Background: an optimization exercise with open tools, aiming at small area. Do not read the settings as production practice. At most, simulation tests tie the RTL to the original design; equivalence was not proved. No functional check of the RTL was part of run 3. Power figures rest on the tool's default switching activity, not on a simulated workload.

[flow/design.v]
module pe(
    input clk,
    input rst,
    input [15:0] matchpoint,
    input [15:0] gap_e,
    input [15:0] gap_o,
    input [2:0] Q,
    input [2:0] R,
    input en,
    input signed [32:0] H_up,
    input signed [32:0] D_up,
    output signed [32:0] curr_H,
    output reg signed [32:0] curr_I,
    output reg signed [32:0] curr_D,
    output [3:0] ptr
);
    reg signed [32:0] Hd, Ir, Dr, H4r;
    reg [31:0] cH;
    reg [1:0] pID;
    assign curr_H = {1'b0, cH};
    function [32:0] sub16;
        input [32:0] a;
        input [15:0] b;
        integer i;
        reg c, bb, z;
        begin
            c = 1'b1;
            for (i = 0; i < 16; i = i + 1) begin
                bb = ~b[i];
                sub16[i] = a[i] ^ bb ^ c;
                c = (a[i] & bb) | (c & (a[i] ^ bb));
            end
            z = 1'b1;
            for (i = 16; i < 33; i = i + 1) begin
                sub16[i] = a[i] ^ (~c & z);
                z = z & ~a[i];
            end
        end
    endfunction
    function [32:0] add16;
        input [32:0] a;
        input [15:0] b;
        integer i;
        reg c, p;
        begin
            c = 1'b0;
            for (i = 0; i < 16; i = i + 1) begin
                add16[i] = a[i] ^ b[i] ^ c;
                c = (a[i] & b[i]) | (c & (a[i] ^ b[i]));
            end
            p = 1'b1;
            for (i = 16; i < 33; i = i + 1) begin
                add16[i] = a[i] ^ (c & p);
                p = p & a[i];
            end
        end
    endfunction
    function ge;
        input [32:0] x;
        input [32:0] y;
        integer i;
        reg c, xa, yb;
        begin
            c = 1'b1;
            for (i = 0; i < 33; i = i + 1) begin
                xa = (i == 32) ? ~x[i] : x[i];
                yb = (i == 32) ? y[i] : ~y[i];
                c = (xa & yb) | (c & (xa | yb));
            end
            ge = c;
        end
    endfunction
    function gef;
        input [32:0] x;
        input [32:0] y;
        integer i, k;
        reg [32:0] gt, eq;
        reg [8:0] gg, ee;
        reg c;
        begin
            for (i = 0; i < 33; i = i + 1) begin
                gt[i] = (i == 32) ? (~x[i] & y[i]) : (x[i] & ~y[i]);
                eq[i] = ~(x[i] ^ y[i]);
            end
            for (k = 0; k < 9; k = k + 1) begin
                gg[k] = 1'b0;
                ee[k] = 1'b1;
                for (i = 4 * k; i < 4 * k + 4 && i < 33; i = i + 1) begin
                    gg[k] = gt[i] | (eq[i] & gg[k]);
                    ee[k] = ee[k] & eq[i];
                end
            end
            c = 1'b1;
            for (k = 0; k < 9; k = k + 1)
                c = gg[k] | (ee[k] & c);
            gef = c;
        end
    endfunction
    wire [15:0] m = (Q == R) ? matchpoint : 16'd0;
    wire [32:0] I1 = sub16({1'b0, cH}, gap_o);
    wire [32:0] I2 = sub16(curr_I, gap_e);
    wire [32:0] D1 = sub16(H_up, gap_o);
    wire [32:0] D2 = sub16(D_up, gap_e);
    wire [32:0] H4 = add16(Hd, m);
    wire selI = ~gef(I1, I2);
    wire selD = ~gef(D1, D2);
    wire [32:0] In = selI ? I2 : I1;
    wire [32:0] Dn = selD ? D2 : D1;
    wire gID = gef(curr_I, curr_D);
    wire gIH = gef(curr_I, H4r);
    wire gDH = gef(curr_D, H4r);
    wire wI = gID & gIH & ~curr_I[32];
    wire wD = ~gID & gDH & ~curr_D[32];
    wire wH = ~gIH & ~gDH & ~H4r[32];
    wire [31:0] Hr = ({32{wI}} & curr_I[31:0]) | ({32{wD}} & curr_D[31:0]) | ({32{wH}} & H4r[31:0]);
    wire xI = wI & (|curr_I[31:0]);
    wire xD = wD & (|curr_D[31:0]);
    wire xH = wH & (|H4r[31:0]);
    assign ptr = {pID, xD | xH, xI | xH};
    always @(posedge clk or posedge rst) begin
        if (rst) begin
            Hd <= 33'd0;
            Ir <= 33'd0;
            Dr <= 33'd0;
            H4r <= 33'd0;
            cH <= 32'd0;
            curr_I <= 33'd0;
            curr_D <= 33'd0;
            pID <= 2'd0;
        end else begin
            Hd <= H_up;
            Ir <= In;
            Dr <= Dn;
            H4r <= H4;
            cH <= Hr;
            curr_I <= Ir;
            curr_D <= Dr;
            pID <= {selI, selD};
        end
    end
endmodule
[flow/standard.sh]
#!/bin/bash
# synth_recipe.tcl (not shown) runs the flow's synth.tcl, then flattens the netlist and writes it again
# the make line also repeats each setting of config.mk as NAME=value (left out here)
make -C /OpenROAD-flow-scripts/flow DESIGN_CONFIG=/design/flow/config.mk WORK_HOME=/design/flow/orfs CLKGATE_MAP_FILE= SYNTH_SCRIPT=/design/flow/synth_recipe.tcl "${@:-finish}"
[flow/flow/knobs.txt]
BUFFER_PORTS_ARGS=-buffer_cell sky130_fd_sc_hd__buf_1
ADDER_MAP_FILE=
CTS_ARGS=-sink_clustering_enable -repair_clock_nets -buf_list sky130_fd_sc_hd__clkbuf_8 -sink_clustering_size 20 -sink_clustering_max_diameter 60 -dont_use_dummy_load
[flow/flow/run.sh]
#!/bin/bash
# Own layout flow: the standard ORFS flow, with two changes:
#  - synthesis maps with an area-oriented ABC script (flow/abc_area.script),
#  - ports are buffered with sky130_fd_sc_hd__buf_1 instead of the default cell.
# Every tool's output goes to a log file in this folder.
set -uo pipefail
here=$(pwd)
rm -rf "$here/scripts_copy"
cp -r "$FLOW_HOME/scripts" "$here/scripts_copy"
cp "$here/flow/abc_area.script" "$here/scripts_copy/abc_area.script"
knobs=(SCRIPTS_DIR="$here/scripts_copy" ABC_AREA=1)
[ -f "$here/flow/knobs.txt" ] && while read -r l; do [ -n "$l" ] && knobs+=("$l"); done < "$here/flow/knobs.txt"
bash standard.sh "${knobs[@]}" finish > "$here/flow_make.log" 2>&1
rc=$?
cp -r "$here/orfs/logs" "$here/orfs_logs" 2>/dev/null
exit $rc
[flow/constraint.sdc]
create_clock -name core_clock -period 7.5 [get_ports {clk}]
set_input_delay 1.5000 -clock core_clock [delete_from_list [all_inputs] [get_ports {clk}]]
set_output_delay 1.5000 -clock core_clock [all_outputs]
set_load 0.01 [all_outputs]
[flow/flow/abc_area.script]
strash; dc2; dc2; dch -f; map -D 5000; topo; buffer -c; upsize -D 5000; dnsize -D 5000; stime -c
[flow/config.mk]
export PLATFORM = sky130hd
export DESIGN_NAME = pe
export DESIGN_NICKNAME = pe
export VERILOG_FILES = /design/flow/design.v
export SDC_FILE = /design/flow/constraint.sdc
export NUM_CORES = 4
export LEC_CHECK = 0
export CAP_MARGIN = 5
export CORE_MARGIN = 2
export CORE_UTILIZATION = 60
export GPL_TIMING_DRIVEN = 0
export SETUP_SLACK_MARGIN = 0.05
export SLEW_MARGIN = 5
==> flow_summary.ini, run 1 <==
[status]
status = failed layout checks
check.faults = negative setup slack

[grt]
grtUsageTotal_pct = 32.9
grt_pass1_vias = 11500
grt_pass1_wl_mm = 58.5
overflow = 0
grt_antenna_before_repair = 0
grt_max_degree = 43

[die]
die_x_microns = 152
core_area_sq_um = 21200
ios = 226
core.rowCount = 53
dieArea_sq_um = 23000
dieHeight_microns = 152
start_util_pct = 61.5

[clocking]
root_buffer = clkbuf_8
clk_pin_slew_ps = 110
cts_tree = yes
clock_path_buffers = 3
cts_made_buffers = 20
htreeDepth = 1
clk_latency_ps = 580
postCtsHoldBufs = 0
clkSinkCount = 232

[timing]
holdWs_ps = 318
period_share_pct = 101
fmax_ghz = 0.132
fin_crit_ps = 7560
slew_viol_final = 0
hold_violations = 0
setup_viol = 1
rsz0062_at_grt = yes
fin_ws_ps = -59.1
tightest_slew_ps = 890
max-slew-margin-rel_pct = 40.6
fin_worst_skew_ps = 75.2

[synth]
yosys.area.top_type = dfrtp_1
synth_edf_count = 0
netlist_area_sq_um = 13100
synth_cell_type_count = 52
synth_nets = 1766
synth.avg_cell_area_sq_um = 7.95
synth_ff_type = dfrtp_1
yosysTopAreaCellShare_pct = 44.5
syn_inst = 1643
seq_area_frac_synth_pct = 44.5
synthTopCellsByArea = dfrtp_1, nand2_1, inv_1, nor2_1, xnor2_1
synth_warnings = 1
async_flop_share_pct = 100
ys_ff_latch = 232

[critical_path]
cp-end-kind = flop
r2r_setup_slack_ps = 590
r2r_start = cH[0]
cp_slowest_stage_delay_ps = 340
crit_type = in -> reg
required_ps = 7940
cp_common_cell = maj3_2
path_delay_family = compound AO/OA/AOI/OAI gates
r2r-end = Ir[30]
startpoint_type = input pin
crit_slowest_cell = maj3_2
path_buf_inv = 3
critPathArrivalTime_ps = 8000
cp_max_fo = 6
cp_num_cells = 35
reg2regPathDepth = 33

[pwr]
total_leakage_power_nw = 7.38
ir_worst_vdd_mv = 0.227
p_total_mw = 6.03
powerDensity_nw_per_um2 = 378

[layout]
stdcell_count = 2210
layout_common_cells = nand2_1, inv_1, dfrtp_1, buf_1, nor2_1
nNetsFinal = 2060
syn2layout_area_growth_pct = 22.0
stdcell_area_sq_um = 15900
drive_gt1_share_pct = 13.6
layout_commonest_cell = nand2_1
antenna_cells = 0

[detailed_routing]
drc = 0
vias = 12700
wl_mm = 39.5
drt-pass1-iter-count = 5
post_drt_wl_per_cell_microns = 17.9
drt-initial-drc-count = 1082
antenna_left = 0
vias_per_cell = 5.74

[worst_hold_path]
hold_path_class = reg -> reg
worstHoldStart = Dr[13]
hold_end = curr_D[13]
hold_depth = 0

[placement]
port_buffers = 223
hpwl_mm = 28.4
routabilityCongestion = 0.916
postPlaceCellArea_sq_um = 14300
place_inst = 2146

[run]
maxCapViolCount = 0
## power breakdown
group	internal, mW	leakage [nW]	total (mW)	switching, mW
Clock	0.240	0.144	0.643	0.404
Sequential	1.61	2.75	1.98	0.369
Combinational	1.35	4.49	3.41	2.06
## worst reg2reg max path, delay by kind of cell (launching register included)
family                   cells  cell delay, ps
buffers and inverters        1             210
AND/OR/NAND/NOR              5             590
AO/OA/AOI/OAI               19            3060
adder cells (fa/ha/maj)      7            2300
flip-flops                   1             440
XOR/XNOR                     1             220
## repair_timing
action,CTS,global route
pin swaps,13,64
setup endpoints to repair,71,75
resized for setup,76,182
gates cloned,5,3
setup buffers,13,23
## through the flow
step                worst slack, ps  utilization, %  setup TNS, ps
global route                   -329            75.1         -13420
finish                        -59.1            75.1          -59.1
CTS                            11.4            71.0              0
global placement               -949            67.1         -55030
floorplan                       445               -              0
detailed placement            -1270            67.6         -69430
## worst max path at each step
stage | start | to | slack (ps)
2_1_floorplan | gap_o[0] | Ir[28] | 440
3_3_place_gp | gap_o[0] | Dr[10] | -950
3_5_place_dp | gap_o[0] | Dr[10] | -1270
4_1_cts | gap_o[0] | Dr[5] | 10
5_1_grt | gap_o[0] | Ir[30] | -330
6_report | gap_o[0] | Ir[30] | -60
## metal layers
| layer | vias to the layer above | routed length [microns] | track usage, % |
|---|---|---|---|
| met3 | 97 | 3060 | 4.64 |
| li1 | 6014 | - | - |
| met5 | - | 0 | 0 |
| met1 | 5991 | 16300 | 45.4 |
| met4 | 0 | 1660 | 11.9 |
| met2 | 578 | 18500 | 53.5 |
## synth_stat cells, types with 2 or more instances
cell / count
nand2_1: 291
inv_1: 255
dfrtp_1: 232
nor2_1: 215
xnor2_1: 80
a21oi_1: 78
xor2_1: 72
o21ai_1: 66
o22ai_1: 61
o21ai_0: 55
o221ai_1: 40
a22oi_1: 26
nand3_1: 22
nor4_1: 16
nand4_1: 14
clkbuf_1: 13
nor3_1: 11
a221oi_1: 10
o211ai_1: 10
and3_1: 8
buf_2: 7
a31oi_1: 5
maj3_2: 5
a211oi_1: 4
buf_4: 4
maj3_1: 4
or2_1: 4
a41oi_1: 3
or2_2: 3
a22o_1: 2
a32oi_1: 2
and2_1: 2
buf_6: 2
o21a_1: 2
or3_1: 2
## layout make-up
class | instances | area, sq um
multi-input cells | 1130 | 6880
flip-flops and latches | 232 | 5810
fillers | 1639 | 5290
repair buffers | 271 | 1410
inverters | 256 | 970
well taps | 275 | 344
clock buffers | 20 | 275
plain buffers | 26 | 249
## flip-flops by register name (all words and copies together) (netlist names)
name and count:
H4r 33, cH 32, curr_D 33, curr_I 33, Ir 33, pID 2
Dr 33, Hd 33
## kinds of logic (layout without fill, tap and decap cells)
family | count (synthesis) | in the layout | share of synthesized area, %
AOI/OAI and AO/OA | 375 | 376 | 17.8
buffers and inverters | 282 | 573 | 8.40
adders and majority gates | 9 | 9 | 0.738
DFF | 232 | 232 | 44.5
xor gates and xnor gates | 152 | 152 | 10.2
other | 1 | 1 | 0.0287
and+or+nand+nor | 592 | 592 | 18.4
==> inputs of run 2 (changes only) <==
==> flow/flow/knobs.txt (replaced) <==
BUFFER_PORTS_ARGS=-buffer_cell sky130_fd_sc_hd__buf_1
ADDER_MAP_FILE=
CTS_ARGS=-sink_clustering_enable -repair_clock_nets -buf_list sky130_fd_sc_hd__clkbuf_4 -sink_clustering_size 9 -sink_clustering_max_diameter 45 -dont_use_dummy_load
--- a/flow/config.mk
+++ b/flow/config.mk
@@ -9,3 +9,3 @@
 export CORE_MARGIN = 2
-export CORE_UTILIZATION = 60
+export CORE_UTILIZATION = 65
 export GPL_TIMING_DRIVEN = 0
==> run 2 against run 1 <==
Critical endpoint is now Ir[22]. Design area down 1.5%. The run now finishes clean. Critical path type unchanged. Cell count decreased by 0.50%. Maximum frequency up 3.6%. Area after synthesis is the same. Sequential share of layout area grew 0.55 points. Combinational power down 5%. Sequential power is essentially flat.
==> flow_summary.ini, run 2 <==
[status]
status = finished clean

[synth]
synth_nets = 1766
yosysMostFrequentCell = nand2_1
synth_warnings = 1
synthTopCellsByArea = dfrtp_1, nand2_1, inv_1, nor2_1, xnor2_1
yosysTopAreaCellShare_pct = 44.5
synth_edf_count = 0
yosys.area.top_type = dfrtp_1
synth_cell_type_count = 52
netlist_area_sq_um = 13100
synth_common_cells = nand2_1, inv_1, dfrtp_1, nor2_1, xnor2_1
async_flop_share_pct = 100
syn_inst = 1643
ys_ff_latch = 232
synth.avg_cell_area_sq_um = 7.95
synth_ff_type = dfrtp_1
seq_area_frac_synth_pct = 44.5

[critical_path]
path_buf_inv = 4
required_ps = 8090
crit_type = in -> reg
startpoint_type = input pin
crit_slowest_cell = a221oi_2
critPathArrivalTime_ps = 7880
path_delay_family = compound AO/OA/AOI/OAI gates
cp_common_cell = maj3_2
cp_slowest_stage_delay_ps = 370
cp_max_fo = 10
r2r_start = cH[0]
cp-end-kind = flop
startpoint = gap_o[0]

[layout]
multiInputGateArea_sq_um = 6800
layout_commonest_cell = nand2_1
fill_cells = 1320
nNetsFinal = 2058
layout_common_cells = nand2_1, inv_1, dfrtp_1, buf_1, nor2_1
drive_gt1_share_pct = 12.1
register_area_sq_um = 5810
syn2layout_area_growth_pct = 20.2

[grt]
grt_pass1_wl_mm = 59.2
grtUsageTotal_pct = 34.6
grt_antenna_before_repair = 1
use_met3_pct = 5.58
grt_busiest_layer = met2
grt_max_degree = 43
overflow = 0
grt_util_met2_pct = 55.4
grt_util_met1_pct = 47.1
grt_pass1_vias = 11900

[timing]
max-slew-margin-rel_pct = 44.3
holdWs_ps = 342
fin_worst_skew_ps = 33.8
setup_tns_ps = 0
hold_violations = 0
fin_crit_ps = 7290
slew_viol_final = 0
tightest_slew_ps = 832
period_share_pct = 97.2
rsz0062_at_grt = yes
setup_viol = 0
fmax_ghz = 0.137

[pwr]
powerDensity_nw_per_um2 = 371
total_leakage_power_nw = 7.30
ir_worst_vdd_mv = 0.229

[die]
core_area_sq_um = 19600
ios = 226
dieHeight_microns = 146
die_x_microns = 146
start_util_pct = 66.7
core.rowCount = 51
dieArea_sq_um = 21200

[clocking]
cts_tree = yes
root_buffer = clkbuf_4
clkSinkCount = 232
postCtsHoldBufs = 0
clock_path_buffers = 3
htreeDepth = 1
cts_made_buffers = 31
clk_pin_slew_ps = 100
clk_latency_ps = 730

[worst_hold_path]
hold_path_class = reg -> reg
worstHoldStart = Ir[11]

[detailed_routing]
vias = 13100
vias_per_cell = 5.97
antenna_left = 0
drc = 0
drt-initial-drc-count = 1340
wl_mm = 40.9
drt-pass1-iter-count = 10
post_drt_wl_per_cell_microns = 18.6

[run]
maxCapViolCount = 0

[placement]
port_buffers = 223
routabilityCongestion = 0.918
hpwl_mm = 28.3
[run 2: repair_timing]
item / CTS / global route
pin swaps: 2 / 43
endpoints found under the setup margin: 69 / 74
setup buffers: 4 / 17
gates cloned: 0 / 9
gates resized for setup: 38 / 180
[run 2: per-layer routing]
layer	wire length, microns	vias to the layer above
li1	-	6024
met1	15900	6119
met2	19200	802
met3	3810	179
met4	2090	0
met5	0	-
[run 2: kinds of logic after synthesis]
| group | Yosys count | share of synthesized area (%) |
|---|---|---|
| buffers and inverters | 282 | 8.40 |
| other | 1 | 0.0287 |
| XOR/XNOR | 152 | 10.2 |
| AND/OR/NAND/NOR | 592 | 18.4 |
| flip-flops | 232 | 44.5 |
| adder cells (fa/ha/maj) | 9 | 0.738 |
| AO/OA/AOI/OAI | 375 | 17.8 |
[run 2: area by class of cell]
class,instances,area share [%]
sequential,232,37.0
buffer,26,1.57
clock buffer,31,1.48
inverter,256,6.16
antenna,1,0.0159
multi-input combinational,1130,43.3
tap,265,2.11
timing repair buffer,258,8.35
[run 2: where the power goes]
group,total (mW),internal [mW],switching [mW]
Clock,0.606,0.188,0.418
Sequential,1.98,1.61,0.376
Combinational,3.24,1.22,2.01
Total,5.83,3.02,2.81
[run 2: worst paths after layout]
kind / end / slack (ps) / cells past startpoint
max: Ir[22] / 210 / 36
min: curr_I[11] / 340 / 0
max reg2reg: Ir[22] / 640 / 34
min reg2reg: curr_I[11] / 340 / 0
max in group asynchronous: Dr[30] / 5930 / 4
min in group asynchronous: Hd[1] / 730 / 2
[run 2: worst register-to-register path, delay by kind of cell, from the launching register on]
family / cells / cell delay [ps]
simple gates: 5 / 600
xor+xnor: 1 / 220
buf+inv: 2 / 360
compound gates: 19 / 2880
fa+ha+maj: 7 / 2200
flops: 1 / 430
[run 2: per-stage QoR]
step / instance area, sq um / util (%) / instances / power (mW) / setup slack, ps
3_5_place_dp: 14400 / 73.3 / 2137 / 4.66 / -1220
2_1_floorplan: 13100 / - / 1643 / 3.79 / 445
4_1_cts: 14700 / 75.3 / 2172 / 5.30 / 21.0
3_3_place_gp: 14200 / 72.6 / 2131 / 4.58 / -888
5_1_grt: 15700 / 80.1 / 2199 / 6.15 / -234
6_report: 15700 / 80.1 / 2199 / 5.83 / 207
==> inputs of run 3 (changes only) <==
--- a/flow/design.v
+++ b/flow/design.v
@@ -16,6 +16,7 @@
 );
-    reg signed [32:0] Hd, Ir, Dr, H4r;
-    reg [31:0] cH;
-    reg [1:0] pID;
+    reg signed [32:0] Hd, Ir, Dr;
+    reg [31:0] Hr, cH;
+    reg [3:0] p;
     assign curr_H = {1'b0, cH};
+    assign ptr = p;
     function [32:0] sub16;
@@ -108,13 +109,12 @@
     wire [32:0] Dn = selD ? D2 : D1;
-    wire gID = gef(curr_I, curr_D);
-    wire gIH = gef(curr_I, H4r);
-    wire gDH = gef(curr_D, H4r);
-    wire wI = gID & gIH & ~curr_I[32];
-    wire wD = ~gID & gDH & ~curr_D[32];
-    wire wH = ~gIH & ~gDH & ~H4r[32];
-    wire [31:0] Hr = ({32{wI}} & curr_I[31:0]) | ({32{wD}} & curr_D[31:0]) | ({32{wH}} & H4r[31:0]);
-    wire xI = wI & (|curr_I[31:0]);
-    wire xD = wD & (|curr_D[31:0]);
-    wire xH = wH & (|H4r[31:0]);
-    assign ptr = {pID, xD | xH, xI | xH};
+    wire gID = gef(Ir, Dr);
+    wire gIH = gef(Ir, H4);
+    wire gDH = gef(Dr, H4);
+    wire wI = gID & gIH & ~Ir[32];
+    wire wD = ~gID & gDH & ~Dr[32];
+    wire wH = ~gIH & ~gDH & ~H4[32];
+    wire [31:0] Hn = ({32{wI}} & Ir[31:0]) | ({32{wD}} & Dr[31:0]) | ({32{wH}} & H4[31:0]);
+    wire xI = wI & (|Ir[31:0]);
+    wire xD = wD & (|Dr[31:0]);
+    wire xH = wH & (|H4[31:0]);
     always @(posedge clk or posedge rst) begin
@@ -124,3 +124,3 @@
             Dr <= 33'd0;
-            H4r <= 33'd0;
+            Hr <= 32'd0;
             cH <= 32'd0;
@@ -128,3 +128,3 @@
             curr_D <= 33'd0;
-            pID <= 2'd0;
+            p <= 4'd0;
         end else begin
@@ -133,3 +133,3 @@
             Dr <= Dn;
-            H4r <= H4;
+            Hr <= Hn;
             cH <= Hr;
@@ -137,3 +137,3 @@
             curr_D <= Dr;
-            pID <= {selI, selD};
+            p <= {selI, selD, xD | xH, xI | xH};
         end
==> flow/flow/abc_area.script (replaced) <==
strash; dc2; dc2; dch -f; map -D 5800; topo; buffer -c; upsize -D 5800; dnsize -D 5800; stime -c
==> flow/flow/knobs.txt (replaced) <==
BUFFER_PORTS_ARGS=-buffer_cell sky130_fd_sc_hd__buf_1
ADDER_MAP_FILE=
CTS_ARGS=-sink_clustering_enable -repair_clock_nets -buf_list sky130_fd_sc_hd__clkbuf_4 -sink_clustering_size 8 -sink_clustering_max_diameter 40 -dont_use_dummy_load
==> run 3 against run 2 <==
The layout now fails its checks (negative setup slack). First-iteration DRC count rose by 13%. Cell count is 4.0% higher. Largest cell class unchanged. Global-route usage increased by 3.1 points.
==> flow_summary.ini, run 3 <==
[die]
dieArea_sq_um = 21400
start_util_pct = 65.6
dieHeight_microns = 146
ios = 226
core_area_sq_um = 20000
core.rowCount = 52
die_x_microns = 146

[detailed_routing]
drt-pass1-iter-count = 12
vias_per_cell = 6.08
post_drt_wl_per_cell_microns = 20.1
drc = 0
wl_mm = 46.0
antenna_left = 0
vias = 13900
drt-initial-drc-count = 1509

[layout]
drive_gt1_share_pct = 24.9
multiInputGateArea_sq_um = 7690
layout_common_cells = inv_1, dfrtp_1, buf_1, nand2_1, nor2_1
stdcell_count = 2286
layout_commonest_cell = inv_1
stdcell_area_sq_um = 17500
register_area_sq_um = 5830
fin_util_pct = 87.6
syn2layout_area_growth_pct = 33.5
fill_cells = 1046
nNetsFinal = 2136

[timing]
setup_viol = 34
hold_violations = 0
slew_viol_final = 0
fin_ws_ps = -505
rsz0062_at_grt = yes
fin_worst_skew_ps = 73.5
max-slew-margin-rel_pct = 43.1
period_share_pct = 107
fmax_ghz = 0.125
fin_crit_ps = 8000
tightest_slew_ps = 853

[synth]
synth_ff_type = dfrtp_1
synth.avg_cell_area_sq_um = 8.04
synth_cell_type_count = 50
synth_edf_count = 0
yosys.area.top_type = dfrtp_1
async_flop_share_pct = 100
synth_warnings = 1
netlist_area_sq_um = 13100
synth_nets = 1757
ys_ff_latch = 233
syn_inst = 1634
synthTopCellsByArea = dfrtp_1, nand2_1, inv_1, nor2_1, xnor2_1
synth_common_cells = nand2_1, inv_1, dfrtp_1, nor2_1, o21ai_0
yosysTopAreaCellShare_pct = 44.4
seq_area_frac_synth_pct = 44.4
yosysMostFrequentCell = nand2_1

[grt]
grt_pass1_wl_mm = 63.5
grt_max_degree = 43
grt_antenna_before_repair = 3
overflow = 0
grtUsageTotal_pct = 37.7
grt_pass1_vias = 12500

[placement]
postPlaceCellArea_sq_um = 14400
port_buffers = 223
routabilityCongestion = 0.940
place_inst = 2133
hpwl_mm = 28.3

[critical_path]
cp-end-kind = flop
crit_slowest_cell = o211a_1
cp_slowest_stage_delay_ps = 240
critPathArrivalTime_ps = 8560
required_ps = 8050
r2r-end = Hr[2]
path_buf_inv = 8
r2r_setup_slack_ps = 450
cp_max_fo = 7
startpoint_type = input pin
r2r_start = Hd[1]
reg2regPathDepth = 53
path_delay_family = simple AND/OR/NAND/NOR gates
cp_num_cells = 57
crit_path_end = Hr[2]
crit_type = in -> reg
startpoint = R[1]

[clocking]
htreeDepth = 2
cts_tree = yes
clkSinkCount = 233
cts_made_buffers = 39
clock_path_buffers = 3
postCtsHoldBufs = 0
root_buffer = clkbuf_4
clk_latency_ps = 670
clk_pin_slew_ps = 80

[pwr]
switching_share_pct = 47.8
powerDensity_nw_per_um2 = 374
sequentialPowerShare_pct = 32.9
internal_power_mw = 3.42
comb_power_share_pct = 56.7
p_total_mw = 6.55
ir_worst_vdd_mv = 0.292
power_frac_clock_pct = 10.4
power.switching_mw = 3.13
total_leakage_power_nw = 8.12

[worst_hold_path]
hold_path_class = reg -> reg

[run]
maxCapViolCount = 0

[status]
status = failed layout checks
check.faults = negative setup slack
run 3: changes by cell type in the layout (fill, tap and decap cells not counted), sizes merged, moves of 6 or more:
| cell | delta |
|---|---|
| xnor2 | +9 |
| xor2 | +7 |
| o22ai | -14 |
| o21ai | -13 |
| nand2 | -14 |
| buf | +82 |
| o221ai | +17 |
| a21oi | -10 |
| inv | +17 |
| nor2 | +6 |
run 3: worst register-to-register path, delay by kind of cell, from the launching register on:
family	cells	cell delay (ps)
flops	1	400
simple gates	30	3160
buf+inv	6	700
compound gates	17	2670
run 3: cell families after synthesis:
group           synth area share [%]
flops                           44.4
simple gates                    17.7
fa+ha+maj                      0.457
buf+inv                         9.06
other cells                   0.0285
xor+xnor                        11.2
compound gates                  17.2
run 3: worst min path at each step:
stage	start	endpoint	slack, ps	cells past startpoint
3_3_place_gp	Hr[5]	cH[5]	330	0
6_report	Hr[29]	cH[29]	300	0
4_1_cts	Hr[29]	cH[29]	300	0
5_1_grt	Hr[29]	cH[29]	290	0
3_5_place_dp	Hr[19]	cH[19]	330	0
2_1_floorplan	Hr[0]	cH[0]	330	0
run 3: per-stage QoR:
step                      TNS [ps]  setup slack, ps  hold slack (ps)
final                       -13570             -505              303
after global routing        -32760             -852              294
after CTS                    -4890             -205              299
after detailed placement   -130100            -1520              335
after global placement     -103880            -1310              332
after floorplan                  0              221              331
run 3: routing by layer:
layer,GRT usage (%),wire length [microns]
met1,51.3,17000
met4,15.7,3030
met2,60.0,20900
met5,0,0
met3,7.44,5090
run 3: repair_timing:
| action | 4_1_cts | 5_1_grt |
|---|---|---|
| resized for setup | 267 | 252 |
| setup endpoints to repair | 100 | 102 |
| pin swaps | 49 | 105 |
| buffers inserted | 55 | 49 |
| gates cloned | 10 | 4 |
run 3: final cells by class:
type / instances / area share, %
Multi-Input combinational cell: 1104 / 43.8
Sequential cell: 233 / 33.2
Timing Repair Buffer: 337 / 11.3
Inverter: 273 / 5.86
Buffer: 25 / 2.16
Tap cell: 270 / 1.93
Clock buffer: 39 / 1.67
Antenna cell: 5 / 0.0713
run 3: power groups by stage:
stage	Clock [mW]	Sequential, mW	Combinational, mW
4_1_cts	0.660	2.10	3.13
3_5_place_dp	0	2.10	2.70
3_3_place_gp	0	2.09	2.63
5_1_grt	0.718	2.19	3.99
2_1_floorplan	0	2.06	1.85
6_report	0.680	2.16	3.72

[re-timing with driven ports]
Ports are ideal in the flow. The routed layouts listed here were re-timed in OpenROAD.
Step 1, drivers: a clkbuf_16 drives clk and a buf_2 each remaining input, both assumed.
Step 2 adds t to the input delays and takes it off the output delays; t is the mean of the earliest and latest rising clock arrival at the registers after step 1. Input paths then give back, and output paths get back, about the clock's delay inside the block.
Slacks: ideal / step 1 / step 2; pairs: ideal / step 1.
run | shift t [ns] | setup WS [ns] | hold WS [ns] | latest minus earliest clock arrival (ns)
run 1 | 0.586 | -0.059 / -0.065 / -0.651 | 0.318 / 0.318 / 0.318 | 0.076 / 0.076
run 2 | 0.760 | 0.207 / 0.203 / -0.557 | 0.342 / 0.342 / 0.342 | 0.034 / 0.034
run 3 | 0.680 | -0.505 / -0.480 / -1.160 | 0.303 / 0.303 / 0.303 | 0.075 / 0.075
Met with ideal ports but missed after step 2: setup timing in run 2. The setup slack of run 2, which loses most, moves by -0.004 ns with the drivers and by -0.764 ns with both steps.
